This is an optimization exercise on Yosys and OpenROAD, whose aim is small area, not a production implementation. The RTL was checked by simulation tests, not by an equivalence proof against the original design. Power is estimated from default activity; no workload was simulated.

[design/flow/constraint.sdc]
create_clock -name core_clock -period 30.0 [get_ports {CLK}]
set_input_delay 6.0000 -clock core_clock [delete_from_list [all_inputs] [get_ports {CLK}]]
set_output_delay 6.0000 -clock core_clock [all_outputs]
set_load 0.01 [all_outputs]
[design/flow/config.mk]
export PLATFORM = sky130hd
export DESIGN_NAME = Security_Top
export DESIGN_NICKNAME = Security_Top
export VERILOG_FILES = /design/flow/design.v
export SDC_FILE = /design/flow/constraint.sdc
export NUM_CORES = 4
export LEC_CHECK = 0
export ABC_AREA = 1
export CAP_MARGIN = 20
export CORE_MARGIN = 2
export CORE_UTILIZATION = 40
export CTS_BUF_LIST = sky130_fd_sc_hd__clkbuf_8
export CTS_CLUSTER_DIAMETER = 500
export CTS_CLUSTER_SIZE = 60
export SLEW_MARGIN = 20
[design/flow/design.v]
module BCD (input [3:0] BINARY,
				output reg [6:0] SEGMENTS);
always@(*)
	case(BINARY)
		0:SEGMENTS=7'b1000000;
		1:SEGMENTS=7'b1111001;
		2:SEGMENTS=7'b0100100;
		3:SEGMENTS=7'b0110000;
		4:SEGMENTS=7'b0011001;
		5:SEGMENTS=7'b0010010;
		6:SEGMENTS=7'b0000010;
		7:SEGMENTS=7'b1111000;
		8:SEGMENTS=7'b0000000;
		9:SEGMENTS=7'b0010000;
		default:SEGMENTS=7'bxxxxxxx;
	endcase
endmodule
module Digit_Converter (input Far,						 
								input [3:0] Tens,				 
								input [3:0] Units,			 
								output [13:0] Distance);		 
BCD DUT1(.BINARY(Far ? 4'd9 : Tens),
			.SEGMENTS(Distance[13:7]));
BCD DUT2(.BINARY(Far ? 4'd9 : Units),
			.SEGMENTS(Distance[6:0]));
endmodule
module CLK_Divider (input CLK,				 
						  input RST,				 
						  input Cycle_Odd,		 
						  output T_Tick);			 
reg [2:0] Counter;		 
assign T_Tick = Counter[2] && !Cycle_Odd;
always@(posedge CLK)
	if(!RST)
		Counter <= 0;
	else
		if(Counter[2])
			Counter <= 0;
		else
			Counter <= Counter + 1;
endmodule
module Sensor_Controller (input CLK,							 
								  input EN,								 
								  input RST,							 
								  input Echo,							 
								  output reg Trigger,				 
								  output reg Far,					 
								  output reg [3:0] Tens,			 
								  output reg [3:0] Units);		 
reg [4:0] R;
reg [6:0] Q_Hi;
reg [1:0] H;
reg [3:0] T, U;
wire Q_Inc   = R[4] & R[3];								 
wire U_Nine  = U[3] & U[0];
wire T_Nine  = T[3] & T[0];
wire Q_Wrap  = H[1] & T[2] & T[0] & U[2] & U[0];		 
wire C_Last  = Q_Hi[6] & Q_Hi[1] & Q_Hi[0] & T[3] & U[3] & U[0] & R[2];	 
always@(posedge CLK)
	if(!RST)
		begin
			R <= 0; Q_Hi <= 0; H <= 0; T <= 0; U <= 0;
			Trigger <= 0;
			Far <= 0; Tens <= 0; Units <= 0;
		end
	else if(EN)
		begin
			Trigger <= C_Last;
			if(Echo)
				begin
					Far <= H != 0;
					Tens <= T;
					Units <= U;
				end
			if(C_Last)
				begin
					R <= 0; Q_Hi <= 0; H <= 0; T <= 0; U <= 0;
				end
			else
				begin
					R <= Q_Inc ? {2'b00, R[2:0]} : R + 5'd5;
					if(Q_Inc)
						begin
							if(Q_Wrap)
								begin
									H <= 0; T <= 0; U <= 0;
									Q_Hi <= Q_Hi + 1;
								end
							else if(U_Nine)
								begin
									U <= 0;
									if(T_Nine)
										begin
											T <= 0;
											H <= H + 1;
										end
									else
										T <= T + 1;
								end
							else
								U <= U + 1;
						end
				end
		end
endmodule
module Sound_Generator (input CLK,					 
								input RST,					 
								input Far,					 
								output Sound_Data,		 
								output XCLK,				 
								output BCLK,				 
								output DACLRCK,			 
								output Cycle_Odd);		 
reg [12:0] Counter;
always@(posedge CLK)
	if(!RST)
		Counter <= 0;
	else
		Counter <= Counter + 1;
assign Sound_Data = Far ? 1'b0 : Counter[12];
assign XCLK = Counter[1];
assign BCLK = Counter[3];
assign DACLRCK = Counter[8];
assign Cycle_Odd = Counter[0];
endmodule
module CodecConfigurator
(
	input CLK,
	input RST,				 
	input inTick,
	output sdaLow,
	output sclLow
);
	reg [6:0] pos;			 
	reg [2:0] write;		 
	wire [4:0] slot = pos[6:2];
	wire [1:0] phase = pos[1:0];
	wire gapEnd = slot[4] & slot[3] & slot[2] & phase[0];		 
	wire bytesEnd = (pos == 7'd107);
	wire done = write[2] & write[1] & gapEnd;
	always @(posedge CLK)
		if (!RST)
		begin
			pos <= 7'd110;
			write <= 3'd0;
		end
		else if (inTick && !done)
		begin
			pos <= gapEnd ? 7'd0 : pos + 1'b1;
			if (bytesEnd) write <= write + 1'b1;
		end
	reg [26:0] lowBits;
	always @*
		case (write)
			3'd0: lowBits = 27'b011011111011101111001010011;
			3'd1: lowBits = 27'b010111101010001111001010011;
			3'd2: lowBits = 27'b001111111010110111001010011;
			3'd3: lowBits = 27'b001100011011001111001010011;
			3'd4: lowBits = 27'b000010111011111111001010011;
			3'd5: lowBits = 27'b000010111010111111001010011;
			default: lowBits = 27'bx;
		endcase
	wire inGap = slot[4] & slot[3] & (slot[2] | (slot[1] & slot[0]));	 
	assign sdaLow = inGap ? (~slot[0] | ~phase[1]) : lowBits[slot];
	assign sclLow = inGap ? ((slot[0] ^ phase[0]) & ~phase[1]) : ~(phase[0] ^ phase[1]);
endmodule
module Security_Top (input CLK,						 
							input RST,						 
							output XCLK,					 
							output BCLK,					 
							output DACLRCK,				 
							input Echo_Sig,				 
							output Trigger_Sig,			 
							output [13:0] Distance,		 
							output Sound_Data,			 
							output I2C_Data_Low,			 
							output I2C_Clock_Low);		 
wire T_Tick;					 
wire Cycle_Odd;				 
wire Far;						 
wire [3:0] Tens, Units;		 
Sound_Generator DUT5(.CLK(CLK),
							.RST(RST),
							.Far(Far),
							.Sound_Data(Sound_Data),
							.XCLK(XCLK),
							.BCLK(BCLK),
							.DACLRCK(DACLRCK),
							.Cycle_Odd(Cycle_Odd));
CLK_Divider DUT1(.CLK(CLK),
					  .RST(RST),
					  .Cycle_Odd(Cycle_Odd),
					  .T_Tick(T_Tick));
Sensor_Controller DUT2(.CLK(CLK),
							  .EN(T_Tick),
							  .RST(RST),
							  .Trigger(Trigger_Sig),
							  .Echo(Echo_Sig),
							  .Far(Far),
							  .Tens(Tens),
							  .Units(Units));
Digit_Converter DUT3(.Far(Far),
							.Tens(Tens),
							.Units(Units),
							.Distance(Distance));
CodecConfigurator DUT6(.CLK(CLK),
							  .RST(RST),
							  .inTick(T_Tick & ~Far),
							  .sdaLow(I2C_Data_Low),
							  .sclLow(I2C_Clock_Low));
endmodule
[design/flow/run.sh]
#!/bin/bash
# synth_recipe.tcl (not shown) runs the flow's synth.tcl, then flattens the netlist and writes it again
# the make line also repeats each setting of config.mk as NAME=value (left out here)
make -C /OpenROAD-flow-scripts/flow DESIGN_CONFIG=/design/flow/config.mk WORK_HOME=/design/flow/orfs CLKGATE_MAP_FILE= SYNTH_SCRIPT=/design/flow/synth_recipe.tcl finish
==> impl_metrics.tcl, run 1 <==
set metrics [dict create \
    wl_per_cell_um 11.1 \
    cts-root-buf "clkbuf_8" \
    hp-class "reg2reg" \
    antenna_left 0 \
    start_kind "register" \
    drc 0 \
    synthMostInstantiatedCell "nand2_1" \
    yosysTopAreaCell "dfxtp_1" \
    syn-num-nets 532 \
    required_ps 24000 \
    yosys-top-cells-area "dfxtp_1, nand2_1, ha_1" \
    netlist_instances 506 \
    coreArea_um2 8300 \
    synth_top_area_share_pct 33.7 \
    grt_pass1_wl_um 12600 \
    cts_tree "yes" \
    grt_setup_unrepaired "no" \
    synth_flop_cell "dfxtp_1" \
    nFillCells 874 \
    post-route-util_pct 47.6 \
    maxSlewViolCount 0 \
    gp_congestion 0.853 \
    io_pins 24 \
    viasPerCell 4.84 \
    ctsHoldBuffers 0 \
    fmax_mhz 120 \
    synth_edf_count 0 \
    dp_cells 623 \
    yosys_warnings 5 \
    finalHoldViolCount 0 \
    crit_type "reg2out" \
    slew_headroom_pct 49.2 \
    grt_pass1_vias 2898 \
    multi_input_area_um2 1950 \
    timing.final.crit_share_pct 27.9 \
    seq_area_frac_synth_pct 33.7 \
    cts_setup_buffers 0 \
    min_period_ps 8360 \
    leakage_nw 1.73 \
    path_cells "inv_1 -> ha_1 -> inv_1 -> nand2_1 -> nand3_1 -> nand2_1 -> inv_1 -> nand2_1 -> a21oi_1 -> nand2_1 -> nand2_1 -> clkdlybuf4s50_1" \
    cts_sinks 58 \
    irDropWorstVdd_mv 0.0252 \
    portBuffers 23 \
    grt_start_max_net_pins 31 \
    worstPathArrival_ps 2360 \
    chipWidth_um 96.8 \
    area_delta_synth_final_pct 14.7 \
    finalNetCount 555 \
    grt_overflow 0 \
    critPathMaxFanout 7 \
    cpMostUsedCell "nand2_1" \
    ys_seq_elements 58 \
    register_area_um2 1160 \
    drtIter0Drc 100 \
    worst_path_max_delay_cell "clkdlybuf4s50_1" \
    fp.dieArea_um2 9360 \
    async_flop_share_pct 0 \
    diodes 0 \
    drt_wl_total_um 7050 \
    fp-row-count 33 \
    cts_resized 0 \
    layout-drive-gt1-share_pct 7.50 \
    via_count 3089 \
    clk_pin_slew_ps 60 \
    cellPowerDensity_nw_per_um2 41.0 \
    status "no timing/DRC/antenna violations" \
    clk_latency_ps 340 \
    start_util_pct 41.5 \
    instances_no_fill 638 \
    grtUsageTotal_pct 15.9 \
    tightest_slew_ps 757 \
    synth.avg_cell_area_um2 6.80 \
    setup_tns_ps 0 \
    htreeDepth 3 \
    clock_skew_ps 9.23 \
    synth_common_cells "nand2_1, inv_1, dfxtp_1, nor2_1, a21oi_1" \
    drv_cap 0 \
    yosysUniqueCellTypes 33 \
    cts_buffers 9 \
    antenna_found_initial 0 \
    dr.pass1.iters 4 \
    cts_buffer_depth 2 \
    finalSetupViolations 0 \
    end_kind "primary output" \
    hold_slack_ps 420 \
    syn-cell-area_um2 3440 \
    place_hpwl_um 5050 \
    die_y_um 96.8 \
    cp_slowest_stage_delay_ps 520 \
]
state kept, by name, indices dropped and copies added (netlist names):
signal        cells
DUT2.T            4
DUT1.Counter      3
DUT2.Tens         4
DUT2.U            4
DUT2.Far          1
DUT2.Trigger      1
DUT5.Counter     13
DUT6.write        3
DUT2.Units        4
DUT6.pos          7
DUT2.R            5
DUT2.H            2
DUT2.Q_Hi         7
area by class of cell:
type	count	area share (%)
inverter	69	6.56
timing repair buffer	24	6.02
sequential	58	29.4
tap	105	3.33
clock inverter	3	0.983
multi-input combinational	367	49.5
clock buffer	12	4.18
stage by stage:
stage / setup WS [ps] / cell area, um^2 / total power, mW
after global placement: 22040 / 3740 / 0.0899
after detailed placement: 22010 / 3740 / 0.0900
after floorplan: 22620 / 3440 / 0.0867
after global routing: 21410 / 3950 / 0.168
after CTS: 21630 / 3950 / 0.165
final: 21640 / 3950 / 0.162
kinds of logic (layout without fill, tap and decap cells):
logic type,count (synthesis),after routing,share of synthesized area (%)
and+or+nand+nor,255,255,33.7
AOI/OAI and AO/OA,80,80,12.4
buffers and inverters,81,108,9.49
adders and majority gates,23,23,8.36
DFF,58,58,33.7
xor gates and xnor gates,9,9,2.29
cells in the final DEF, fill, tap and decap left out, types with 12 or more instances in the layout:
cell / n
o21ai_0: 22
dfxtp_1: 58
ha_1: 23
clkbuf_8: 12
a21oi_1: 52
nor2_1: 58
inv_1: 66
nand3_1: 38
clkdlybuf4s50_1: 23
nand2_1: 120
final timing paths:
path / start / to / slack (ps) / cells after the start
setup / recovery: DUT6.write[1]$_SDFFE_PN0P_ / I2C_Data_Low / 21640 / 12
hold / removal: DUT1.Counter[0]$_SDFF_PP0_ / DUT1.Counter[0]$_SDFF_PP0_ / 420 / 1
setup reg to reg: DUT5.Counter[0]$_SDFF_PN0_ / DUT5.Counter[12]$_SDFF_PN0_ / 28350 / 8
hold reg to reg: DUT1.Counter[0]$_SDFF_PP0_ / DUT1.Counter[0]$_SDFF_PP0_ / 420 / 1
worst max-delay path: cells and delay by family (launching register included):
kind	cells	cell delay (ps)
AO/OA/AOI/OAI	1	110
adder cells (fa/ha/maj)	1	360
buffers and inverters	4	770
flip-flops	1	450
AND/OR/NAND/NOR	6	330
metal layers:
metal  routed length, um  global-route usage [%]  share of wire (%)
met2                3070                    25.7                 43
met4                 151                    7.26                2.1
met1                3640                    21.1                 52
met5                   0                       0                  0
met3                 193                    2.38                2.7
where the power goes:
part,switching [mW],internal [mW]
Sequential,0.00103,0.0781
Clock,0.0292,0.0442
Combinational,0.00539,0.00374
Total,0.0357,0.126
==> run 2, diff against run 1 <==
--- a/design/flow/config.mk
+++ b/design/flow/config.mk
@@ -10,5 +10,5 @@
 export CORE_MARGIN = 2
 export CORE_UTILIZATION = 40
-export CTS_BUF_LIST = sky130_fd_sc_hd__clkbuf_8
+export CTS_BUF_LIST = sky130_fd_sc_hd__clkbuf_4
 export CTS_CLUSTER_DIAMETER = 500
 export CTS_CLUSTER_SIZE = 60
==> impl_metrics.tcl, run 2 <==
set metrics [dict create \
    slew_headroom_pct 49.2 \
    drv_cap 0 \
    layout-drive-gt1-share_pct 7.13 \
    fp-row-count 33 \
    regMostFlops "DUT5.Counter" \
    viasPerCell 4.85 \
    leakage_nw 1.68 \
    synth.avg_cell_area_um2 6.80 \
    worstPathArrival_ps 2430 \
    drc 0 \
    place_hpwl_um 5050 \
    cellPowerDensity_nw_per_um2 36.2 \
    hp-class "reg2reg" \
    post-route-util_pct 46.6 \
    grt_setup_unrepaired "no" \
    grt_overflow 0 \
    layout_common_cells "nand2_1, inv_1, dfxtp_1, nor2_1, a21oi_1" \
    r2r-end "DUT2.U[2]$_SDFFE_PN0P_" \
    crit_type "reg2out" \
    cts_tree "yes" \
    ctsHoldBuffers 0 \
    startpoint "DUT6.write[1]$_SDFFE_PN0P_" \
    synth_edf_count 0 \
    synth_flop_cell "dfxtp_1" \
    setup_tns_ps 0 \
    start_kind "register" \
    clock_skew_ps 14.2 \
    seq_area_frac_synth_pct 33.7 \
    syn-cell-area_um2 3440 \
    synth_top_area_share_pct 33.7 \
    maxSlewViolCount 0 \
    cts_setup_buffers 0 \
    io_pins 24 \
    antenna_found_initial 0 \
    fp.dieArea_um2 9360 \
    largest_reg_flops 13 \
    cts_sinks 58 \
    synthMostInstantiatedCell "nand2_1" \
    cts_buffer_depth 2 \
    crit_end "I2C_Data_Low" \
    netlist_instances 506 \
    critPathMaxFanout 7 \
    synth_common_cells "nand2_1, inv_1, dfxtp_1, nor2_1, a21oi_1" \
    end_kind "primary output" \
    top_regs "DUT5.Counter (13), DUT2.Q_Hi (7), DUT6.pos (7)" \
    yosysTopAreaCell "dfxtp_1" \
    cts_buffers 9 \
    grt_pass1_wl_um 12600 \
    cts_resized 0 \
    finalNetCount 555 \
    yosysUniqueCellTypes 33 \
    grt_pass1_vias 2877 \
    clk_latency_ps 390 \
    mostFrequentLayoutCell "nand2_1" \
    cts-root-buf "clkbuf_4" \
    diodes 0 \
    required_ps 24000 \
    finalHoldViolCount 0 \
    start_util_pct 41.5 \
    timing.final.crit_share_pct 28.1 \
    yosys-top-cells-area "dfxtp_1, nand2_1, ha_1" \
    antenna_left 0 \
    worstReg2RegStart "DUT5.Counter[0]$_SDFF_PN0_" \
    portBuffers 23 \
    drt_wl_total_um 6970 \
    drtIter0Drc 110 \
    grt_start_max_net_pins 31 \
    coreArea_um2 8300 \
    syn-num-nets 532 \
    min_period_ps 8430 \
    ys_seq_elements 58 \
    dr.pass1.iters 5 \
    grtUsageTotal_pct 15.8 \
    tightest_slew_ps 757 \
    hold_depth 1 \
    wl_per_cell_um 10.9 \
    async_flop_share_pct 0 \
    finalSetupViolations 0 \
    clk_pin_slew_ps 90 \
    ff2ff_setup_slack_ps 28340 \
    yosys_warnings 5 \
    gp_congestion 0.853 \
    area_delta_synth_final_pct 12.3 \
    fmax_mhz 119 \
    irDropWorstVdd_mv 0.0225 \
    via_count 3093 \
    htreeDepth 3 \
    ff2ff_path_depth 6 \
    die_y_um 96.8 \
    chipWidth_um 96.8 \
    status "no timing/DRC/antenna violations" \
]
[run 2: logic make-up after synthesis]
family,count (synthesis),synth area share (%)
compound gates,80,12.4
xor+xnor,9,2.29
fa+ha+maj,23,8.36
buf+inv,81,9.49
flops,58,33.7
simple gates,255,33.7
[run 2: metrics by stage]
stage / setup slack, ps / area, um^2 / instances / hold slack, ps / total power, mW
floorplan: 22620 / 3440 / 506 / 399 / 0.0867
global route: 21320 / 3860 / 638 / 452 / 0.147
global placement: 22040 / 3740 / 623 / 408 / 0.0899
CTS: 21550 / 3860 / 638 / 434 / 0.143
finish: 21570 / 3860 / 638 / 424 / 0.140
detailed placement: 22010 / 3740 / 623 / 421 / 0.0900
[run 2: critical path: stages, from the launching register on]
cell and delay [ps]:
dfxtp_1 470, inv_1 120, ha_1 360, inv_1 70
nand2_1 40, nand3_1 70, nand2_1 50, inv_1 60
nand2_1 40, a21oi_1 110, nand2_1 70, nand2_1 60
clkdlybuf4s50_1 520
[run 2: worst min path at each step]
stage | startpoint | slack [ps] | end
global route | DUT1.Counter[0]$_SDFF_PP0_ | 450 | DUT1.Counter[0]$_SDFF_PP0_
detailed placement | DUT1.Counter[0]$_SDFF_PP0_ | 420 | DUT1.Counter[0]$_SDFF_PP0_
CTS | DUT1.Counter[0]$_SDFF_PP0_ | 430 | DUT1.Counter[0]$_SDFF_PP0_
finish | DUT1.Counter[0]$_SDFF_PP0_ | 420 | DUT1.Counter[0]$_SDFF_PP0_
floorplan | DUT1.Counter[0]$_SDFF_PP0_ | 400 | DUT1.Counter[0]$_SDFF_PP0_
global placement | DUT1.Counter[0]$_SDFF_PP0_ | 410 | DUT1.Counter[0]$_SDFF_PP0_
[run 2: layout make-up]
cell class | instances | area (um^2)
clock inverters | 5 | 46.3
repair buffers | 24 | 238
well taps | 105 | 131
fillers | 888 | 4430
flip-flops and latches | 58 | 1160
clock buffers | 10 | 75.1
inverters | 69 | 259
multi-input cells | 367 | 1950
[run 2: per-layer routing]
| metal | wire (um) | vias up | part of all wire [%] | global-route usage [%] |
|---|---|---|---|---|
| li1 | - | 1672 | - | - |
| met1 | 3660 | 1364 | 52 | 21.0 |
| met2 | 3020 | 48 | 43 | 25.5 |
| met3 | 195 | 9 | 2.8 | 2.82 |
| met4 | 101 | 0 | 1.4 | 6.18 |
| met5 | 0 | - | 0 | 0 |
[run 2: report_power, final]
| group | switching, mW | internal [mW] |
|---|---|---|
| clock network | 0.0268 | 0.0250 |
| registers | 0.00102 | 0.0780 |
| logic | 0.00539 | 0.00374 |
==> run 3, diff against run 2 <==
==> design/flow/config.mk (replaced) <==
export PLATFORM = sky130hd
export DESIGN_NAME = Security_Top
export DESIGN_NICKNAME = Security_Top
export VERILOG_FILES = /design/flow/design.v
export SDC_FILE = /design/flow/constraint.sdc
export NUM_CORES = 4
export LEC_CHECK = 0
export CAP_MARGIN = 20
export CORE_MARGIN = 2
export CORE_UTILIZATION = 40
export SLEW_MARGIN = 20
==> impl_metrics.tcl, run 3 <==
set metrics [dict create \
    grt_pass1_vias 2564 \
    die_y_um 95.6 \
    start_util_pct 41.1 \
    cts_tree "yes" \
    finalHoldViolCount 0 \
    drv_cap 0 \
    fp.dieArea_um2 9150 \
    ctsHoldBuffers 0 \
    chipWidth_um 95.6 \
    synth_top_area_share_pct 34.6 \
    viasPerCell 5.26 \
    synth.avg_cell_area_um2 8.46 \
    leakage_nw 1.56 \
    maxSlewViolCount 0 \
    instances_no_fill 519 \
    yosys-top-cells-area "dfxtp_1, ha_1, nand2_1" \
    cellPowerDensity_nw_per_um2 41.4 \
    ys_seq_elements 58 \
    synth_flop_cell "dfxtp_1" \
    cts-root-buf "clkbuf_8" \
    irDropWorstVdd_mv 0.0267 \
    cts_setup_buffers 0 \
    switching_share_pct 22.3 \
    setup_tns_ps 0 \
    p_clk_share_pct 46.8 \
    grt_overflow 0 \
    dp_cells 503 \
    status "no timing/DRC/antenna violations" \
    cts_sinks 58 \
    finalNetCount 435 \
    via_count 2731 \
    clk_pin_slew_ps 70 \
    hold_slack_ps 426 \
    grt_setup_unrepaired "no" \
    ff2ff_path_depth 5 \
    largest_reg_flops 13 \
    synth_edf_count 0 \
    wl_per_cell_um 12.6 \
    grt_start_max_net_pins 58 \
    drc 0 \
    seq_power_share_pct 49.6 \
    coreArea_um2 8180 \
    drt_wl_total_um 6560 \
    diodes 0 \
    seq_area_frac_synth_pct 34.6 \
    p_sw_mw 0.0354 \
    power.internal_mw 0.123 \
    start_kind "register" \
    mostFrequentLayoutCell "dfxtp_1" \
    place_hpwl_um 4520 \
    grtUsageTotal_pct 16.0 \
    synthMostInstantiatedCell "dfxtp_1" \
    top_regs "DUT5.Counter (13), DUT2.Q_Hi (7), DUT6.pos (7)" \
    cts_resized 0 \
    drtIter0Drc 98 \
    fp-row-count 33 \
    grt_pass1_wl_um 11600 \
    syn-cell-area_um2 3360 \
    yosysTopAreaCell "dfxtp_1" \
    hold_depth 1 \
    power_mw 0.159 \
    worstPathArrival_ps 2900 \
    cts_buffer_depth 2 \
    htreeDepth 3 \
    layout-drive-gt1-share_pct 7.00 \
    required_ps 24000 \
    clock_skew_ps 4.36 \
    slew_headroom_pct 33.3 \
    io_pins 24 \
    critPathMaxFanout 8 \
    fmax_mhz 112 \
    yosys_warnings 5 \
    end_kind "primary output" \
    post-route-util_pct 46.9 \
    tightest_slew_ps 999 \
    portBuffers 23 \
    crit_type "reg2out" \
    antenna_left 0 \
    cts_buffers 9 \
    synth_common_cells "dfxtp_1, nand2_1, nor2_1" \
    regMostFlops "DUT5.Counter" \
    p_comb_share_pct 3.5 \
    clk_latency_ps 340 \
    dr.pass1.iters 4 \
    timing.final.crit_share_pct 29.7 \
    gp_congestion 0.793 \
    antenna_found_initial 0 \
    finalSetupViolations 0 \
    min_period_ps 8900 \
    hp-class "reg2reg" \
    async_flop_share_pct 0 \
    layout_common_cells "dfxtp_1, nand2_1, nor2_1" \
    netlist_instances 397 \
    syn-num-nets 423 \
    area_delta_synth_final_pct 14.2 \
    yosysUniqueCellTypes 56 \
]
## run 3: cell types whose count changed after synthesis, moves of 8 or more
cell and delta:
nand2_1 -80, inv_1 -51, a21oi_1 -34, nor2_1 -34, nand3_1 -26, and2_1 +20, xnor2_1 +13, a21boi_0 +12
clkbuf_1 +12, nor2b_1 +12, nand2b_1 +11, o21ai_0 -10, and3_1 +8
## run 3: path summary, 6_finish.rpt
kind                               from                          to  slack [ps]
max          DUT6.write[1]$_SDFFE_PN0P_                I2C_Data_Low       21100
max reg2reg      DUT2.U[0]$_SDFFE_PN0P_      DUT2.U[0]$_SDFFE_PN0P_       27600
min reg2reg  DUT1.Counter[0]$_SDFF_PP0_  DUT1.Counter[0]$_SDFF_PP0_         430
min          DUT1.Counter[0]$_SDFF_PP0_  DUT1.Counter[0]$_SDFF_PP0_         430
## run 3: per-stage QoR
stage	setup WS (ps)	instance area, um^2
6_report	21100	3840
2_1_floorplan	22240	3360
3_3_place_gp	21600	3630
5_1_grt	20960	3840
4_1_cts	21080	3840
3_5_place_dp	21460	3630
## run 3: kinds of logic (layout without fill, tap and decap cells)
group,after synthesis,after routing,synth area share (%)
and+or+nand+nor,168,168,27.3
AOI/OAI and AO/OA,80,80,16.8
DFF,58,58,34.6
buffers and inverters,37,54,4.47
xor gates and xnor gates,25,25,6.52
adders and majority gates,23,23,8.57
muxes,6,6,1.79
## run 3: per-layer routing
layer / global-route usage [%] / vias up / part of all wire [%]
met5: 0 / - / 0
met4: 4.29 / 0 / 1.1
met3: 5.06 / 10 / 3.6
met2: 25.8 / 42 / 44
met1: 20.7 / 1261 / 51
li1: - / 1418 / -
## run 3: final cells by class
type	count	area, um^2
clock buffers	12	155
clock inverters	4	50.0
fillers	820	4340
inverters	14	52.6
multi-input cells	302	2050
flip-flops and latches	58	1160
well taps	105	131
repair buffers	24	238
## run 3: critical path: stages, from the launching register on
cell,delay (ps)
dfxtp_1,460
inv_1,130
ha_1,430
and3b_1,210
a311oi_1,280
a211oi_1,80
a211oi_1,280
o32a_1,170
clkdlybuf4s50_1,530
## run 3: power groups by stage
stage	combinational (mW)	sequential (mW)	clock, mW
floorplan	0.00378	0.0803	0
global placement	0.00559	0.0804	0
detailed placement	0.00566	0.0805	0
CTS	0.00571	0.0787	0.0768
global route	0.00639	0.0788	0.0800
finish	0.00563	0.0787	0.0743
==> run 4, diff against run 3 <==
==> design/flow/flow/run.sh (new file) <==
#!/bin/bash
# Own layout flow: the standard synthesis, then the combinational logic
# between the registers is mapped again by ABC for area (the registers, their
# names and cell types stay as the standard synthesis made them), then
# the standard layout steps from floorplan to finish.
set -euo pipefail
W=$PWD
R=$W/orfs/results/$FLOW_PLATFORM/Security_Top/base
YOSYS=yosys
if [[ -x $FLOW_HOME/../tools/install/yosys/bin/yosys ]]; then YOSYS=$FLOW_HOME/../tools/install/yosys/bin/yosys; fi
LIB=$FLOW_HOME/platforms/$FLOW_PLATFORM/lib/sky130_fd_sc_hd__tt_025C_1v80.lib

MAKE_VARS=(
  "BUFFER_PORTS_ARGS=-buffer_cell sky130_fd_sc_hd__buf_1"
  "CTS_ARGS=-sink_clustering_enable -repair_clock_nets -dont_use_dummy_load -buf_list sky130_fd_sc_hd__clkbuf_4"
)

# 1. standard synthesis (netlist only)
bash standard.sh "$R/1_2_yosys.v" > "$W/1_standard_synth.log" 2>&1
cp "$R/1_2_yosys.v" "$W/standard_netlist.v"

# 2. area re-mapping of the combinational logic
sed -e "s|@LIB@|$LIB|g" -e "s|@IN@|$W/standard_netlist.v|g" -e "s|@OUT@|$W/remapped_netlist.v|g" \
    -e "s|@SCRIPT@|$W/flow/area.abc|g" -e "s|@TOP@|$FLOW_TOP|g" "$W/flow/remap.ys" > "$W/remap.ys"
"$YOSYS" -s "$W/remap.ys" > "$W/2_remap.log" 2>&1
cp "$W/remapped_netlist.v" "$R/1_2_yosys.v"
touch "$R/1_2_yosys.v"

# 3. standard layout from the remapped netlist
bash standard.sh "${MAKE_VARS[@]}" finish > "$W/3_layout.log" 2>&1
==> design/flow/flow/area.abc (new file) <==
strash
&get -n
&deepsyn -T 20
&put
dch -f
map -a
topo
==> design/flow/flow/remap.ys (new file) <==
# Re-map the combinational cells of the standard netlist for area.
read_liberty -ignore_miss_func @LIB@
read_verilog @IN@
# registers and tie cells stay as they are
blackbox sky130_fd_sc_hd__dfxtp_1 sky130_fd_sc_hd__dfxtp_2 sky130_fd_sc_hd__dfxtp_4 sky130_fd_sc_hd__dfrtp_1 sky130_fd_sc_hd__dfstp_1 sky130_fd_sc_hd__edfxtp_1 sky130_fd_sc_hd__dfxbp_1 sky130_fd_sc_hd__dfrbp_1 sky130_fd_sc_hd__dfsbp_1 sky130_fd_sc_hd__conb_1
hierarchy -top @TOP@
flatten
opt_clean -purge
abc -liberty @LIB@ -script @SCRIPT@ -dont_use sky130_fd_sc_hd__lpflow* -dont_use sky130_fd_sc_hd__probe*
opt_clean -purge
hilomap -singleton -hicell sky130_fd_sc_hd__conb_1 HI -locell sky130_fd_sc_hd__conb_1 LO
splitnets
opt_clean -purge
insbuf -buf sky130_fd_sc_hd__buf_4 A X
opt_clean -purge
stat -liberty @LIB@
select @TOP@
write_verilog -noattr -noexpr -nohex -nodec -selected @OUT@
==> design/flow/standard.sh (new file) <==
#!/bin/bash
# synth_recipe.tcl (not shown) runs the flow's synth.tcl, then flattens the netlist and writes it again
# the make line also repeats each setting of config.mk as NAME=value (left out here)
make -C /OpenROAD-flow-scripts/flow DESIGN_CONFIG=/design/flow/config.mk WORK_HOME=/design/flow/orfs CLKGATE_MAP_FILE= SYNTH_SCRIPT=/design/flow/synth_recipe.tcl "${@:-finish}"
removed: design/flow/run.sh
==> impl_metrics.tcl, run 4 <==
set metrics [dict create \
    wl_per_cell_um 10.4 \
    drv_cap 0 \
    dr.pass1.iters 4 \
    fmax_mhz 124 \
    drtIter0Drc 109 \
    yosys_warnings 5 \
    ff2ff_path_depth 11 \
    critPathMaxFanout 5 \
    grt_overflow 0 \
    hp-class "reg2reg" \
    clock_skew_ps 38.2 \
    cts_resized 0 \
    seq_power_share_pct 65.3 \
    crit_type "reg2out" \
    switching_share_pct 23.1 \
    start_kind "register" \
    cts-root-buf "clkbuf_4" \
    diodes 0 \
    cp_slowest_stage_delay_ps 420 \
    instances_no_fill 472 \
    power.internal_mw 0.0942 \
    via_count 2293 \
    portBuffers 23 \
    hold_depth 1 \
    syn-num-nets 367 \
    grt_setup_unrepaired "no" \
    layout-drive-gt1-share_pct 2.52 \
    p_sw_mw 0.0282 \
    htreeDepth 3 \
    finalSetupViolations 0 \
    start_util_pct 41.8 \
    ff2ff_setup_slack_ps 27130 \
    viasPerCell 4.86 \
    p_clk_share_pct 30.5 \
    layout_common_cells "nor2_1, clkinv_1, dfxtp_1" \
    setup_tns_ps 0 \
    cts_buffers 9 \
    ctsHoldBuffers 0 \
    top_regs "DUT5.Counter (13), DUT2.Q_Hi (7), DUT6.pos (7)" \
    die_y_um 83.1 \
    cellPowerDensity_nw_per_um2 44.3 \
    grt_pass1_vias 2050 \
    power_mw 0.122 \
    clk_latency_ps 410 \
    grt_pass1_wl_um 8830 \
    maxSlewViolCount 0 \
    cts_setup_buffers 0 \
    crit_buf_inv 3 \
    leakage_nw 0.963 \
    cp.depth 8 \
    path_cells "clkinv_1 -> nor2_1 -> clkinv_1 -> nor2_1 -> a21oi_1 -> xor2_1 -> a31oi_1 -> buf_1" \
    slew_headroom_pct 57.7 \
    grt_start_max_net_pins 31 \
    io_pins 24 \
    dp_cells 463 \
    cts_buffer_depth 2 \
    regMostFlops "DUT5.Counter" \
    drt_wl_total_um 4890 \
    min_period_ps 8080 \
    p_comb_share_pct 4.2 \
    cts_sinks 58 \
    antenna_left 0 \
    end_kind "primary output" \
    antenna_found_initial 0 \
    place_hpwl_um 3640 \
    synth.avg_cell_area_um2 6.88 \
    drc 0 \
    timing.final.crit_share_pct 26.9 \
    crit_family "buffers and inverters" \
    tightest_slew_ps 629 \
    fp.dieArea_um2 6910 \
    cts_tree "yes" \
    grtUsageTotal_pct 15.5 \
    finalNetCount 402 \
    clk_pin_slew_ps 110 \
    gp_congestion 0.837 \
    mostFrequentLayoutCell "nor2_1" \
    finalHoldViolCount 0 \
    worstPathArrival_ps 2080 \
    status "no timing/DRC/antenna violations" \
    required_ps 24000 \
    netlist_instances 364 \
    chipWidth_um 83.1 \
    coreArea_um2 5990 \
    irDropWorstVdd_mv 0.0192 \
    worst_path_max_delay_cell "dfxtp_1" \
    largest_reg_flops 13 \
    syn-cell-area_um2 2500 \
    area_delta_synth_final_pct 10.2 \
    fp-row-count 28 \
]
## run 4: final timing paths
path | end | startpoint
worst max-delay path | I2C_Clock_Low | DUT6.pos[5]$_SDFFE_PN1P_
worst min register to register | DUT1.Counter[0]$_SDFF_PP0_ | DUT1.Counter[0]$_SDFF_PP0_
worst max register to register | DUT6.write[2]$_SDFFE_PN0P_ | DUT5.Counter[0]$_SDFF_PN0_
worst min-delay path | DUT1.Counter[0]$_SDFF_PP0_ | DUT1.Counter[0]$_SDFF_PP0_
## run 4: metrics by stage
stage          hold WS, ps  setup WS [ps]  util (%)  cell area [um^2]
5_1_grt                478          21720      46.1              2760
4_1_cts                442          21910      46.1              2760
6_report               443          21920      46.1              2760
2_1_floorplan          413          22640         -              2500
3_3_place_gp           426          22350      44.9              2690
3_5_place_dp           432          22300      44.9              2690
## run 4: layout make-up
cell class              count  area (um^2)
clock buffers               9         67.6
fillers                   614         3230
inverters                  68          255
multi-input cells         238         1090
flip-flops and latches     58         1160
well taps                  75         93.8
repair buffers             24         93.8
## run 4: power by group through the flow
| stage | clock (mW) | combinational [mW] | sequential, mW |
|---|---|---|---|
| after floorplan | 0 | 0.00348 | 0.0815 |
| after global placement | 0 | 0.00506 | 0.0817 |
| after detailed placement | 0 | 0.00515 | 0.0817 |
| after CTS | 0.0396 | 0.00518 | 0.0799 |
| after global routing | 0.0428 | 0.00596 | 0.0802 |
| final | 0.0373 | 0.00518 | 0.0799 |
## run 4: worst reg2reg max path, delay by kind of cell (launching register included)
family / cells / cell delay (ps)
AOI/OAI and AO/OA: 2 / 210
buffers and inverters: 2 / 360
DFF: 1 / 350
and+or+nand+nor: 7 / 1900
## run 4: layer usage
metal	GRT usage, %	share of wire [%]
met5	0	0
met2	23.8	43
met1	20.1	51
met3	4.87	3.9
met4	6.71	1.6
==> run 5, diff against run 4 <==
--- a/design/flow/flow/run.sh
+++ b/design/flow/flow/run.sh
@@ -13,5 +13,5 @@
 MAKE_VARS=(
   "BUFFER_PORTS_ARGS=-buffer_cell sky130_fd_sc_hd__buf_1"
-  "CTS_ARGS=-sink_clustering_enable -repair_clock_nets -dont_use_dummy_load -buf_list sky130_fd_sc_hd__clkbuf_4"
+  "CTS_ARGS=-sink_clustering_enable -repair_clock_nets -dont_use_dummy_load -sink_clustering_size 64 -sink_clustering_max_diameter 1000 -buf_list sky130_fd_sc_hd__clkbuf_4"
 )
 
==> design/flow/flow/area.abc (replaced) <==
strash
&get -n
&deepsyn -T 20
&put
dch -f
amap
topo
==> impl_metrics.tcl, run 5 <==
set metrics [dict create \
    end_kind "primary output" \
    cp.depth 11 \
    path_cells "clkinv_1 -> nor2_1 -> clkinv_1 -> nor2_1 -> nor2b_1 -> a211oi_1 -> nor4_1 -> nor4_1 -> a31oi_1 -> a31oi_1 -> buf_1" \
    chipWidth_um 82.0 \
    status "no timing/DRC/antenna violations" \
    crit_type "reg2out" \
    portBuffers 23 \
    cts_setup_buffers 0 \
    place_hpwl_um 3530 \
    wl_per_cell_um 11.1 \
    largest_reg_flops 13 \
    antenna_left 0 \
    min_period_ps 8500 \
    timing.final.crit_share_pct 28.3 \
    worstReg2RegStart "DUT5.Counter[0]$_SDFF_PN0_" \
    yosys_warnings 5 \
    htreeDepth 3 \
    grt_pass1_wl_um 8600 \
    ctsHoldBuffers 0 \
    drc 0 \
    fmax_mhz 118 \
    dp_cells 421 \
    drt_wl_total_um 4760 \
    clock_skew_ps 36.1 \
    pre_cts_ws_ps 21930 \
    r2r-end "DUT2.Q_Hi[6]$_SDFFE_PN0P_" \
    layout_common_cells "nor2_1, dfxtp_1, clkinv_1" \
    crit_end "I2C_Data_Low" \
    viasPerCell 5.06 \
    drtIter0Drc 118 \
    dr.pass1.iters 4 \
    grt_start_max_net_pins 21 \
    startpoint "DUT6.write[1]$_SDFFE_PN0P_" \
    drv_cap 0 \
    antenna_found_initial 0 \
    leakage_nw 0.956 \
    grt_setup_unrepaired "no" \
    cts_sinks 58 \
    finalHoldViolCount 0 \
    placed_area_um2 2610 \
    ff2ff_path_depth 10 \
    tightest_slew_ps 848 \
    cts_tree "yes" \
    cts_buffers 9 \
    cts_buffer_depth 2 \
    fp.dieArea_um2 6720 \
    irDropWorstVdd_mv 0.0188 \
    finalSetupViolations 0 \
    finalNetCount 360 \
    start_kind "register" \
    clk_pin_slew_ps 70 \
    cellPowerDensity_nw_per_um2 45.8 \
    syn-num-nets 326 \
    cp_slowest_stage_delay_ps 370 \
    regMostFlops "DUT5.Counter" \
    layout-drive-gt1-share_pct 2.54 \
    hold_slack_ps 457 \
    slew_headroom_pct 42.8 \
    cts_resized 0 \
    gp_congestion 0.828 \
    hp-class "reg2reg" \
    cts-root-buf "clkbuf_4" \
    area_delta_synth_final_pct 10.2 \
    coreArea_um2 5890 \
    via_count 2176 \
    io_pins 24 \
    fp-row-count 28 \
    grt_pass1_vias 1972 \
    fin_ws_ps 21500 \
    instances_no_fill 430 \
    critPathMaxFanout 4 \
    maxSlewViolCount 0 \
    worst_path_max_delay_cell "dfxtp_1" \
    start_util_pct 41.3 \
    worstPathArrival_ps 2500 \
    clk_latency_ps 400 \
    die_y_um 82.0 \
    top_regs "DUT5.Counter (13), DUT2.Q_Hi (7), DUT6.pos (7)" \
    diodes 0 \
    crit_family "simple AND/OR/NAND/NOR gates" \
    grtUsageTotal_pct 16.7 \
    design_area_um2 2680 \
    crit_buf_inv 3 \
    mostFrequentLayoutCell "nor2_1" \
    synth.avg_cell_area_um2 7.53 \
    required_ps 24000 \
    ff2ff_setup_slack_ps 27230 \
    grt_overflow 0 \
    syn-cell-area_um2 2430 \
    setup_tns_ps 0 \
    netlist_instances 323 \
]
run 5: cell types whose count changed in the layout (fill, tap and decap cells not counted), sizes merged, moves of 5 or more:
cell and change:
nand2 -37, or2 +5, a21oi -13, nor3 +14, clkinv -23, a211oi +9
o21ai -10, and3 +10, and2 +5
run 5: layout make-up:
class,count,area (um^2)
clock buffer,9,67.6
tap,75,93.8
multi-input combinational,220,1100
fill,604,3210
inverter,45,169
sequential,58,1160
timing repair buffer,23,86.3
run 5: metrics by stage:
stage,power [mW],utilization (%)
CTS,0.124,45.5
global route,0.128,45.5
detailed placement,0.0872,44.4
finish,0.123,45.5
global placement,0.0870,44.4
floorplan,0.0855,-
run 5: layer usage:
layer	track usage (%)	routed length (um)
met2	24.6	2020
met4	9.83	70
met1	21.9	2440
met5	0	0
met3	4.18	232
run 5: worst register-to-register path, stage by stage (launching register included):
cell	delay, ps
dfxtp_1	360
nor2b_1	300
clkinv_1	230
nor3_1	280
nand2_1	170
nor3_1	270
and2_0	260
and3_1	240
and3_1	220
nand2_1	80
a221oi_1	240
run 5: how the worst min path moves through the flow:
stage / depth (start not counted) / from / end
detailed placement: 1 / DUT5.Counter[0]$_SDFF_PN0_ / DUT5.Counter[0]$_SDFF_PN0_
global route: 1 / DUT5.Counter[12]$_SDFF_PN0_ / DUT5.Counter[12]$_SDFF_PN0_
global placement: 1 / DUT5.Counter[0]$_SDFF_PN0_ / DUT5.Counter[0]$_SDFF_PN0_
finish: 1 / DUT2.Q_Hi[6]$_SDFFE_PN0P_ / DUT2.Q_Hi[6]$_SDFFE_PN0P_
floorplan: 1 / DUT5.Counter[0]$_SDFF_PN0_ / DUT5.Counter[0]$_SDFF_PN0_
CTS: 1 / DUT2.R[1]$_SDFFE_PN0P_ / DUT2.R[1]$_SDFFE_PN0P_
run 5: where the power goes:
part	internal [mW]	switching (mW)	leakage [nW]
combinational	0.00192	0.00348	0.446
clock	0.0139	0.0237	0.0414
sequential	0.0786	0.00122	0.469
==> run 6, diff against run 5 <==
--- a/design/flow/flow/run.sh
+++ b/design/flow/flow/run.sh
@@ -13,5 +13,5 @@
 MAKE_VARS=(
   "BUFFER_PORTS_ARGS=-buffer_cell sky130_fd_sc_hd__buf_1"
-  "CTS_ARGS=-sink_clustering_enable -repair_clock_nets -dont_use_dummy_load -sink_clustering_size 64 -sink_clustering_max_diameter 1000 -buf_list sky130_fd_sc_hd__clkbuf_4"
+  "CTS_ARGS=-sink_clustering_enable -repair_clock_nets -dont_use_dummy_load -sink_clustering_size 64 -sink_clustering_max_diameter 1000 -buf_list sky130_fd_sc_hd__clkbuf_8 -root_buf sky130_fd_sc_hd__clkbuf_8"
 )
 
==> impl_metrics.tcl, run 6 <==
set metrics [dict create \
    io_pins 24 \
    fp-row-count 28 \
    required_ps 30220 \
    ff2ff_path_depth 10 \
    mostFrequentLayoutCell "nor2_1" \
    portBuffers 23 \
    power.internal_mw 0.107 \
    tightest_slew_ps 879 \
    top_layer_used "met4" \
    cellPowerDensity_nw_per_um2 50.2 \
    worstReg2RegStart "DUT5.Counter[0]$_SDFF_PN0_" \
    timing.final.crit_share_pct 27.5 \
    p_sw_mw 0.0304 \
    wl_per_cell_um 11.6 \
    grt_pass1_wl_um 8460 \
    ctsHoldBuffers 0 \
    fp.dieArea_um2 6730 \
    netlist_instances 316 \
    syn-num-nets 319 \
    route.met2.wl_um 2170 \
    clk_pin_slew_ps 60 \
    critPathMaxFanout 23 \
    cts-root-buf "clkbuf_8" \
    grt_setup_unrepaired "no" \
    ff2ff_setup_slack_ps 27060 \
    top_regs "DUT5.Counter (13), DUT2.Q_Hi (7), DUT6.pos (7)" \
    cts_setup_buffers 0 \
    viasPerCell 5.17 \
    chipWidth_um 82.0 \
    cts_resized 0 \
    instances_no_fill 423 \
    grt_overflow 0 \
    irDropWorstVdd_mv 0.0330 \
    slew_headroom_pct 40.8 \
    seq_power_share_pct 58.2 \
    switching_share_pct 22.1 \
    area_delta_synth_final_pct 12.5 \
    die_y_um 82.0 \
    layout_common_cells "nor2_1, dfxtp_1, clkinv_1" \
    cts_tree "yes" \
    start_util_pct 41.1 \
    coreArea_um2 5920 \
    p_comb_share_pct 4.0 \
    largest_reg_flops 13 \
    p_clk_share_pct 37.9 \
    gp_congestion 0.756 \
    yosys_warnings 5 \
    place_hpwl_um 3580 \
    r2r-end "DUT2.U[3]$_SDFFE_PN0P_" \
    drv_cap 0 \
    dr.pass1.iters 4 \
    start_kind "input pin" \
    nFillCells 621 \
    via_count 2187 \
    wl_met1_um 2510 \
    cts_buffer_depth 2 \
    regMostFlops "DUT5.Counter" \
    finalNetCount 353 \
    maxSlewViolCount 0 \
    cts_sinks 58 \
    drc 0 \
    diodes 0 \
    clock_skew_ps 17.0 \
    hold_depth 1 \
    end_kind "register" \
    leakage_nw 0.975 \
    drtIter0Drc 66 \
    setup_tns_ps 0 \
    antenna_found_initial 0 \
    cts_buffers 9 \
    min_period_ps 8240 \
    hold_path_end "DUT5.Counter[0]$_SDFF_PN0_" \
    status "no timing/DRC/antenna violations" \
    worstPathArrival_ps 8460 \
    finalHoldViolCount 0 \
    holdCritStartpoint "DUT5.Counter[0]$_SDFF_PN0_" \
    antenna_left 0 \
    htreeDepth 3 \
    drt_wl_total_um 4920 \
    route.met3.wl_um 160 \
    hp-class "reg2reg" \
    fmax_mhz 121 \
    syn-cell-area_um2 2440 \
    crit_type "in2reg" \
    finalSetupViolations 0 \
    clk_latency_ps 330 \
    grtUsageTotal_pct 16.4 \
    grt_start_max_net_pins 24 \
    dp_cells 414 \
    grt_pass1_vias 1938 \
    synth.avg_cell_area_um2 7.71 \
    layout-drive-gt1-share_pct 2.59 \
]
run 6: power by group through the flow:
stage | clock network (mW) | registers [mW] | logic (mW)
after global routing | 0.0574 | 0.0802 | 0.00645
after floorplan | 0 | 0.0814 | 0.00411
after CTS | 0.0540 | 0.0800 | 0.00553
final | 0.0522 | 0.0801 | 0.00546
after global placement | 0 | 0.0816 | 0.00545
after detailed placement | 0 | 0.0816 | 0.00551
run 6: area by class of cell:
type	count	area (um^2)	area share, %
repair buffers	23	86.3	3.15
inverters	39	146	5.34
multi-input cells	219	1130	41.2
clock buffers	9	124	4.52
well taps	75	93.8	3.42
flip-flops and latches	58	1160	42.4
run 6: worst max-delay path by stage:
stage / startpoint / endpoint / slack [ps] / depth (start not counted)
2_1_floorplan: DUT2.Far$_SDFFE_PN0P_ / Distance[2] / 22230 / 6
3_3_place_gp: RST / DUT2.U[2]$_SDFFE_PN0P_ / 21530 / 8
3_5_place_dp: RST / DUT2.U[2]$_SDFFE_PN0P_ / 21420 / 8
4_1_cts: RST / DUT2.U[2]$_SDFFE_PN0P_ / 21750 / 8
5_1_grt: RST / DUT2.U[2]$_SDFFE_PN0P_ / 21410 / 8
6_report: RST / DUT2.U[2]$_SDFFE_PN0P_ / 21760 / 8
run 6: metal layers:
| layer | GRT usage (%) | vias up |
|---|---|---|
| li1 | - | 1170 |
| met1 | 20.6 | 980 |
| met2 | 25.5 | 26 |
| met3 | 4.62 | 11 |
| met4 | 8.17 | 0 |
| met5 | 0 | - |
run 6: worst max-delay path: stages:
cell and delay (ps):
buf_1 230, clkinv_1 560, or2_0 610, nor2_1 280
nand2_1 120, o21ai_0 380, nor2_1 70, o22a_1 200
run 6: stage by stage:
stage / cell area, um^2 / worst slack, ps / hold WS [ps] / power, mW / util (%)
CTS: 2740 / 21750 / 450 / 0.140 / 46.3
global placement: 2620 / 21530 / 426 / 0.0871 / 44.2
finish: 2740 / 21760 / 449 / 0.138 / 46.3
detailed placement: 2620 / 21420 / 437 / 0.0871 / 44.2
global route: 2740 / 21410 / 463 / 0.144 / 46.3
floorplan: 2440 / 22230 / 415 / 0.0855 / -
==> run 7, diff against run 6 <==
--- a/design/flow/design.v
+++ b/design/flow/design.v
@@ -1,26 +1,19 @@
 module BCD (input [3:0] BINARY,
-				output reg [6:0] SEGMENTS);
-always@(*)
-	case(BINARY)
-		0:SEGMENTS=7'b1000000;
-		1:SEGMENTS=7'b1111001;
-		2:SEGMENTS=7'b0100100;
-		3:SEGMENTS=7'b0110000;
-		4:SEGMENTS=7'b0011001;
-		5:SEGMENTS=7'b0010010;
-		6:SEGMENTS=7'b0000010;
-		7:SEGMENTS=7'b1111000;
-		8:SEGMENTS=7'b0000000;
-		9:SEGMENTS=7'b0010000;
-		default:SEGMENTS=7'bxxxxxxx;
-	endcase
-endmodule
-module Digit_Converter (input Far,						 
-								input [3:0] Tens,				 
+				output [6:0] SEGMENTS);
+wire d0 = BINARY[0], d1 = BINARY[1], d2 = BINARY[2], d3 = BINARY[3];
+assign SEGMENTS[0] = (d2 & ~d1 & ~d0) | (~d3 & ~d2 & ~d1 & d0);
+assign SEGMENTS[1] = (d2 & ~d1 & d0) | (d2 & d1 & ~d0);
+assign SEGMENTS[2] = (~d2 & d1 & ~d0);
+assign SEGMENTS[3] = (d2 & ~d1 & ~d0) | (~d3 & ~d2 & ~d1 & d0) | (~d3 & d2 & d1 & d0);
+assign SEGMENTS[4] = (d0) | (d2 & ~d1);
+assign SEGMENTS[5] = (~d2 & d1) | (~d3 & ~d2 & d0) | (~d3 & d1 & d0);
+assign SEGMENTS[6] = (~d3 & ~d2 & ~d1) | (~d3 & d2 & d1 & d0);
+endmodule
+module Digit_Converter (input [3:0] Tens,				 
 								input [3:0] Units,			 
 								output [13:0] Distance);		 
-BCD DUT1(.BINARY(Far ? 4'd9 : Tens),
+BCD DUT1(.BINARY(Tens),
 			.SEGMENTS(Distance[13:7]));
-BCD DUT2(.BINARY(Far ? 4'd9 : Units),
+BCD DUT2(.BINARY(Units),
 			.SEGMENTS(Distance[6:0]));
 endmodule
@@ -45,6 +38,5 @@
 								  input Echo,							 
 								  output reg Trigger,				 
-								  output reg Far,					 
-								  output reg [3:0] Tens,			 
+								  								  output reg [3:0] Tens,			 
 								  output reg [3:0] Units);		 
 reg [4:0] R;
@@ -62,5 +54,5 @@
 			R <= 0; Q_Hi <= 0; H <= 0; T <= 0; U <= 0;
 			Trigger <= 0;
-			Far <= 0; Tens <= 0; Units <= 0;
+			Tens <= 0; Units <= 0;
 		end
 	else if(EN)
@@ -69,7 +61,6 @@
 			if(Echo)
 				begin
-					Far <= H != 0;
-					Tens <= T;
-					Units <= U;
+					Tens <= T | {4{H != 0}};
+					Units <= U | {4{H != 0}};
 				end
 			if(C_Last)
@@ -197,9 +188,8 @@
 							  .Trigger(Trigger_Sig),
 							  .Echo(Echo_Sig),
-							  .Far(Far),
 							  .Tens(Tens),
 							  .Units(Units));
-Digit_Converter DUT3(.Far(Far),
-							.Tens(Tens),
+assign Far = Tens[3] & Tens[2];
+Digit_Converter DUT3(.Tens(Tens),
 							.Units(Units),
 							.Distance(Distance));
--- a/design/flow/flow/run.sh
+++ b/design/flow/flow/run.sh
@@ -13,5 +13,5 @@
 MAKE_VARS=(
   "BUFFER_PORTS_ARGS=-buffer_cell sky130_fd_sc_hd__buf_1"
-  "CTS_ARGS=-sink_clustering_enable -repair_clock_nets -dont_use_dummy_load -sink_clustering_size 64 -sink_clustering_max_diameter 1000 -buf_list sky130_fd_sc_hd__clkbuf_8 -root_buf sky130_fd_sc_hd__clkbuf_8"
+  "CTS_ARGS=-sink_clustering_enable -repair_clock_nets -dont_use_dummy_load -sink_clustering_size 64 -sink_clustering_max_diameter 1000 -buf_list sky130_fd_sc_hd__clkbuf_4"
 )
 
==> impl_metrics.tcl, run 7 <==
set metrics [dict create \
    status "no timing/DRC/antenna violations" \
    hold_depth 2 \
    clk_pin_slew_ps 80 \
    fin_ws_ps 21860 \
    r2r-end "DUT2.Q_Hi[6]$_SDFFE_PN0P_" \
    area_delta_synth_final_pct 10.4 \
    cts_buffers 9 \
    hold_path_end "DUT1.Counter[2]$_SDFF_PP0_" \
    chipWidth_um 81.3 \
    seq_power_share_pct 65.3 \
    start_util_pct 40.9 \
    regMostFlops "DUT5.Counter" \
    cts_sinks 57 \
    cts_tree "yes" \
    fp-row-count 28 \
    drtIter0Drc 93 \
    maxSlewViolCount 0 \
    fp.dieArea_um2 6610 \
    start_kind "input pin" \
    grt_pass1_wl_um 8050 \
    gp_congestion 0.815 \
    crit_type "in2reg" \
    antenna_left 0 \
    place_hpwl_um 3470 \
    ff2ff_path_depth 12 \
    synth.avg_cell_area_um2 7.74 \
    power.internal_mw 0.0917 \
    wl_per_cell_um 11.5 \
    worstPathArrival_ps 8440 \
    grtUsageTotal_pct 16.2 \
    htreeDepth 3 \
    yosys_warnings 4 \
    syn-num-nets 312 \
    layout_common_cells "nor2_1, dfxtp_1, clkinv_1, nor3_1, buf_1" \
    dr.pass1.iters 4 \
    mostFrequentLayoutCell "nor2_1" \
    syn-cell-area_um2 2390 \
    slew_headroom_pct 47.1 \
    finalHoldViolCount 0 \
    ctsHoldBuffers 0 \
    via_count 2150 \
    drv_cap 0 \
    cts-root-buf "clkbuf_4" \
    finalNetCount 346 \
    cts_buffer_depth 2 \
    grt_setup_unrepaired "no" \
    ff2ff_setup_slack_ps 27050 \
    die_y_um 81.3 \
    end_kind "register" \
    holdCritStartpoint "DUT1.Counter[1]$_SDFF_PP0_" \
    cellPowerDensity_nw_per_um2 44.8 \
    io_pins 24 \
    grt_pass1_vias 1864 \
    worstReg2RegStart "DUT5.Counter[0]$_SDFF_PN0_" \
    viasPerCell 5.17 \
    antenna_found_initial 0 \
    layout-drive-gt1-share_pct 2.64 \
    largest_reg_flops 13 \
    irDropWorstVdd_mv 0.0217 \
    cts_setup_buffers 0 \
    p_sw_mw 0.0264 \
    setup_tns_ps 0 \
    coreArea_um2 5850 \
    grt_overflow 0 \
    drt_wl_total_um 4770 \
    instances_no_fill 416 \
    diodes 0 \
    netlist_instances 309 \
    leakage_nw 0.938 \
    grt_start_max_net_pins 30 \
    clock_skew_ps 21.7 \
    critPathMaxFanout 29 \
    fmax_mhz 123 \
    min_period_ps 8140 \
    required_ps 30300 \
    pre_cts_ws_ps 21360 \
    tightest_slew_ps 789 \
    hp-class "reg2reg" \
    p_comb_share_pct 3.5 \
    cts_resized 0 \
    finalSetupViolations 0 \
    top_regs "DUT5.Counter (13), DUT2.Q_Hi (7), DUT6.pos (7)" \
    startpoint "RST" \
    portBuffers 23 \
    switching_share_pct 22.4 \
    drc 0 \
    clk_latency_ps 380 \
    timing.final.crit_share_pct 27.1 \
    p_clk_share_pct 31.2 \
    dp_cells 407 \
]
## run 7: worst max-delay path by stage
| stage | endpoint | slack [ps] |
|---|---|---|
| finish | DUT2.U[2]$_SDFFE_PN0P_ | 21860 |
| global route | DUT2.U[2]$_SDFFE_PN0P_ | 21650 |
| CTS | DUT2.U[2]$_SDFFE_PN0P_ | 21790 |
| detailed placement | DUT2.U[2]$_SDFFE_PN0P_ | 21360 |
| global placement | DUT2.U[2]$_SDFFE_PN0P_ | 21400 |
| floorplan | DUT2.U[2]$_SDFFE_PN0P_ | 22410 |
## run 7: metrics by stage
step	util [%]	power, mW	hold slack [ps]	instance area [um^2]
2_1_floorplan	-	0.0817	415	2390
3_3_place_gp	43.9	0.0831	434	2570
3_5_place_dp	43.9	0.0832	444	2570
4_1_cts	45.1	0.120	457	2640
5_1_grt	45.1	0.124	481	2640
6_report	45.1	0.118	453	2640
## run 7: cell type report
class	count	area (um^2)
Clock buffer	9	67.6
Fill cell	593	3210
Tap cell	75	93.8
Timing Repair Buffer	23	86.3
Sequential cell	57	1140
Inverter	27	101
Multi-Input combinational cell	225	1150
## run 7: routing by layer
metal  GRT usage, %  routed length [um]  up-vias
met5              0                   0        -
met4           6.10                  57        0
met3           7.33                 145        4
met2           26.1                2260       21
met1           18.9                2310      981
li1               -                   -     1144
## run 7: power groups by stage
stage               clock, mW  sequential (mW)  combinational (mW)
floorplan                   0           0.0788             0.00287
global placement            0           0.0788             0.00422
detailed placement          0           0.0789             0.00430
CTS                    0.0390           0.0771             0.00430
global route           0.0424           0.0772             0.00483
finish                 0.0368           0.0771             0.00419
## run 7: worst max-delay path: stages
cell      delay, ps
buf_1           330
clkinv_1        760
or2_0           660
or3_1           470
a211oi_1        210

port drivers added, routing unchanged:
No port has a modelled driver above. Below, the same layouts with a new extraction and two added sets of constraints. Step 1: set_driving_cell puts a clkbuf_16 on CLK and a buf_2 on each other input, an assumption about the parent block. Step 2 times the ports against the registers' clock, not the clock port: input delays grow and output delays shrink by t, the midpoint of the rising clock arrivals with the driver on. Three values: ideal ports, drivers, drivers and shift; two values: the first two.
| run | t, ns | setup WS [ns] | worst hold slack (ns) |
|---|---|---|---|
| run 1 | 0.363 | 21.638 / 21.608 / 21.971 | 0.420 / 0.420 / 0.420 |
| run 2 | 0.412 | 21.569 / 21.542 / 21.954 | 0.423 / 0.423 / 0.423 |
| run 3 | 0.365 | 21.100 / 21.071 / 21.436 | 0.426 / 0.426 / 0.426 |
| run 4 | 0.412 | 21.920 / 21.895 / 22.287 | 0.443 / 0.443 / 0.443 |
| run 5 | 0.405 | 21.502 / 21.475 / 21.880 | 0.457 / 0.457 / 0.457 |
| run 6 | 0.352 | 21.759 / 21.764 / 21.412 | 0.449 / 0.449 / 0.449 |
| run 7 | 0.398 | 21.860 / 21.862 / 21.464 | 0.453 / 0.453 / 0.453 |
After both steps every run listed still meets setup and hold. For run 7, which loses most, drivers alone change the setup slack by +0.002 ns; drivers and shift together by -0.396 ns.
